What follows belongs to an exercise in optimizing a design on an open flow for small area; a production flow would make more cautious choices.
At most, simulation tests tie the RTL to the original design; equivalence was not proved.
Power figures rest on the tool's default switching activity, not on a simulated workload.

Setup of MS:
==> flow/design.v <==
module mac_interface (
    input wire clk,
    input wire reset,
    input wire [7:0] addr,
    input wire [31:0] data_in,
    input wire write_enable,
    output reg [31:0] data_out,
    output reg IRQ_MAC
);
    reg [31:0] MAC_INA;
    reg [31:0] MAC_INB;
    reg        ina_set;      
    reg        inb_set;      
    reg [7:0]  MAC_CTRL;
    reg [39:0] MAC_ACC;
    reg [15:0] MAC_OUT;      
    reg        out_on;       
    reg        armed;        
    reg        done;
    reg [3:0]  cnt;          
    reg        cnt4;         
    reg        phase;        
    reg [15:0] pu;           
    reg [15:0] pl;           
    wire       on    = MAC_CTRL[7];
    wire [2:0] shift = MAC_CTRL[6:4];
    wire [1:0] mode  = MAC_CTRL[3:2];
    wire       start_bit = MAC_CTRL[1];
    wire       msk   = MAC_CTRL[0];
    wire start  = start_bit & ~armed;
    wire active = armed & ~done;
    wire step   = active & ~cnt4;
    wire comp   = active & cnt4;
    wire a_hi = (mode == 2'b10) | ((mode == 2'b11) & phase);
    wire b_hi = (mode == 2'b10) | ((mode == 2'b11) & phase);
    wire b_ina = (mode == 2'b00);
    wire [15:0] B = b_ina ? MAC_INA[31:16] : (b_hi ? MAC_INB[31:16] : MAC_INB[15:0]);
    wire b = B[cnt] & ina_set & (b_ina | inb_set);
    wire sel_hi = ~cnt4 & b & a_hi;
    wire sel_lo = ~cnt4 & b & ~a_hi;
    wire [15:0] y = ({16{sel_hi}} & MAC_INA[31:16]) |
                    ({16{sel_lo}} & MAC_INA[15:0]) |
                    ({16{cnt4}} & MAC_ACC[31:16]);
    wire [16:0] c;
    wire [16:0] s;
    assign c[0] = 1'b0;
    wire [8:0] hc;
    wire [7:0] hs;
    assign hc[0] = c[16];
    genvar i;
    generate
        for (i = 0; i < 16; i = i + 1) begin : add
            assign s[i] = pu[i] ^ y[i] ^ c[i];
            assign c[i+1] = (pu[i] & y[i]) | (c[i] & (pu[i] ^ y[i]));
        end
        for (i = 0; i < 8; i = i + 1) begin : inc
            assign hs[i] = MAC_ACC[32+i] ^ hc[i];
            assign hc[i+1] = MAC_ACC[32+i] & hc[i];
        end
    endgenerate
    assign s[16] = c[16];
    always @(posedge clk) begin
        if (reset) begin
            ina_set <= 1'b0;
            inb_set <= 1'b0;
            MAC_CTRL <= 8'd0;
            data_out <= 32'd0;
        end else if (write_enable) begin
            case (addr)
                8'h24: ina_set <= 1'b1;
                8'h25: inb_set <= 1'b1;
                8'h29: MAC_CTRL <= data_in[7:0];
                default: ;
            endcase
        end else begin
            case (addr)
                8'h26: data_out <= MAC_ACC[31:0];
                8'h27: data_out <= {24'd0, MAC_ACC[39:32]};
                8'h28: data_out <= {16'd0, out_on ? MAC_OUT : 16'd0};
                default: data_out <= 32'd0;
            endcase
        end
    end
    always @(posedge clk) begin
        MAC_OUT <= MAC_ACC[31:9] >> (3'd7 - shift);
        if (write_enable && addr == 8'h24) MAC_INA <= data_in;
        if (write_enable && addr == 8'h25) MAC_INB <= data_in;
    end
    always @(posedge clk) begin
        if (reset) begin
            armed <= 1'b0;
            done <= 1'b0;
            cnt4 <= 1'b0;
            phase <= 1'b0;
            MAC_ACC <= 40'd0;
            out_on <= 1'b0;
            IRQ_MAC <= 1'b0;
        end else begin
            armed <= start_bit;
            if (start) begin
                done <= 1'b0;
                cnt4 <= 1'b0;
                if (on && mode == 2'b11 && cnt4) phase <= ~phase;
            end
            if (step && cnt == 4'd15) cnt4 <= 1'b1;
            if (comp) begin
                done <= 1'b1;
                MAC_ACC <= {hs, s[15:0], pl};
            end
            out_on <= on;
            IRQ_MAC <= on & msk & done;
        end
    end
    always @(posedge clk) begin
        cnt <= start ? 4'd0 : cnt + 4'd1;
        pu <= start ? MAC_ACC[15:0] : s[16:1];
        pl <= {s[0], pl[15:1]};
    end
endmodule
Settings: LEC_CHECK=0, CAP_MARGIN=20, CORE_MARGIN=2, CORE_UTILIZATION=65, SLEW_MARGIN=20; clock period 10.0 ns.
standard.sh (not shown) runs the stock make flow with config.mk's settings and CLKGATE_MAP_FILE= SYNTH_SCRIPT=/design/flow/synth_recipe.tcl, a recipe that flattens the netlist after the stock synthesis.
==> flow/flow/run.sh <==
#!/bin/bash
# Own layout flow: the standard ORFS flow (standard.sh) with three changes.
#  1. Synthesis is the standard one except for the ABC script used to map the
#     combinational logic (flow/area.abc, area oriented instead of delay
#     oriented).  Registers, their names and cell types are untouched.
#  2. Port buffers use the smallest buffer cell (sky130_fd_sc_hd__buf_1).
#  3. Clock tree synthesis uses sky130_fd_sc_hd__clkbuf_4 buffers, sinks
#     clustered by 10, and no dummy loads.
# Each tool's output goes to its own log in this folder.
set -euo pipefail
HERE=$(pwd)
FLOWDIR=$HERE/flow
# synthesis script: ORFS synth.tcl with the ABC script replaced
sed "s|^  log_cmd abc {\*}\$abc_args|  set abc_args [lreplace \$abc_args 1 1 $FLOWDIR/area.abc]\n  log_cmd abc {*}\$abc_args|" \
  "$FLOW_HOME/scripts/synth.tcl" > "$HERE/synth_area.tcl"
grep -q "area.abc" "$HERE/synth_area.tcl"
sed "s|source \$::env(SCRIPTS_DIR)/synth.tcl|source $HERE/synth_area.tcl|" \
  "$HERE/synth_recipe.tcl" > "$HERE/synth_recipe_area.tcl"
grep -q "synth_area.tcl" "$HERE/synth_recipe_area.tcl"
sed "s|SYNTH_SCRIPT=[^ ]*synth_recipe.tcl|SYNTH_SCRIPT=$HERE/synth_recipe_area.tcl|" \
  "$HERE/standard.sh" > "$HERE/standard_area.sh"
grep -q "synth_recipe_area.tcl" "$HERE/standard_area.sh"
export BUFFER_PORTS_ARGS="-buffer_cell sky130_fd_sc_hd__buf_1"
export CTS_ARGS="-sink_clustering_enable -repair_clock_nets -dont_use_dummy_load -buf_list sky130_fd_sc_hd__clkbuf_4 -sink_clustering_size 10 -sink_clustering_max_diameter 40"
bash "$HERE/standard_area.sh" > "$HERE/flow_make.log" 2>&1
==> flow/flow/area.abc <==
strash
&get -n
&deepsyn -T 60
&put
dch
amap
strash
dch
amap
topo
The following lists how PW was set up differently from MS:
--- a/flow/design.v
+++ b/flow/design.v
@@ -10,11 +10,12 @@
     reg [31:0] MAC_INA;
     reg [31:0] MAC_INB;
     reg        ina_set;      
     reg        inb_set;      
     reg [7:0]  MAC_CTRL;
-    reg [39:0] MAC_ACC;
+    reg [39:0] MAC_ACC;      
+    reg        acc_cy;       
     reg [15:0] MAC_OUT;      
     reg        out_on;       
     reg        armed;        
     reg        done;
     reg [3:0]  cnt;          
@@ -44,11 +45,11 @@
     wire [16:0] c;
     wire [16:0] s;
     assign c[0] = 1'b0;
     wire [8:0] hc;
     wire [7:0] hs;
-    assign hc[0] = c[16];
+    assign hc[0] = acc_cy;
     genvar i;
     generate
         for (i = 0; i < 16; i = i + 1) begin : add
             assign s[i] = pu[i] ^ y[i] ^ c[i];
             assign c[i+1] = (pu[i] & y[i]) | (c[i] & (pu[i] ^ y[i]));
@@ -73,11 +74,11 @@
                 default: ;
             endcase
         end else begin
             case (addr)
                 8'h26: data_out <= MAC_ACC[31:0];
-                8'h27: data_out <= {24'd0, MAC_ACC[39:32]};
+                8'h27: data_out <= {24'd0, hs};
                 8'h28: data_out <= {16'd0, out_on ? MAC_OUT : 16'd0};
                 default: data_out <= 32'd0;
             endcase
         end
     end
@@ -91,23 +92,26 @@
             armed <= 1'b0;
             done <= 1'b0;
             cnt4 <= 1'b0;
             phase <= 1'b0;
             MAC_ACC <= 40'd0;
+            acc_cy <= 1'b0;
             out_on <= 1'b0;
             IRQ_MAC <= 1'b0;
         end else begin
             armed <= start_bit;
+            acc_cy <= comp & c[16];
+            MAC_ACC[39:32] <= hs;
             if (start) begin
                 done <= 1'b0;
                 cnt4 <= 1'b0;
                 if (on && mode == 2'b11 && cnt4) phase <= ~phase;
             end
             if (step && cnt == 4'd15) cnt4 <= 1'b1;
             if (comp) begin
                 done <= 1'b1;
-                MAC_ACC <= {hs, s[15:0], pl};
+                MAC_ACC[31:0] <= {s[15:0], pl};
             end
             out_on <= on;
             IRQ_MAC <= on & msk & done;
         end
     end
==> run summary <==
Cmp MS and PW / wire length of the first global-routing pass / higher: MS
Changes observed in PW relative to MS: total I/O pin count stayed essentially flat; layout multi-input combinational cell count picked up an extra 22; number of placed instances, taps included dropped 15.
Non-clock buffer count (PW / MS): 0.854
PW against MS: final hold slack barely changed; worst max-slew margin expressed relative to the limit lost 7.5 points; final worst-path cycle share saw a decrease; met2 layer wire length in the routed design now sits lower.
Area overhead of the layout relative to synthesis ended up 2.8 points lower on PW than on MS.
Summary: with MS as the reference, post-DP HPWL in PW moved down by a few percent.
Max placeable core region across MS and PW: MS
Compared with MS, PW is the less power-hungry design.
Cell area after synthesis delta (PW − MS): favourable
The RTL of MS was laid out without a check of its function.

==> re-timing with driven ports <==
In the flow no input, the clock included, has a driving cell. The finished layouts below were timed again as built, in two steps. Step 1 assumes that a clkbuf_16 drives the clock port and a buf_2 every other input. Step 2, shift: input delay + t, output delay - t, t = (earliest + latest rising clock arrival at the registers) / 2. This alone moves slack from input paths to output paths. Slacks: ideal ports / drivers / drivers and shift; pairs: ideal ports / drivers.
run | shift t [ns] | setup WS [ns] | worst data-port slew with drivers (ns)
MS | 0.639 | 0.413 / 0.413 / 0.413 | 0.04
PW | 0.619 | 0.680 / 0.680 / 0.680 | 0.04
After both steps every run listed still meets setup and hold.
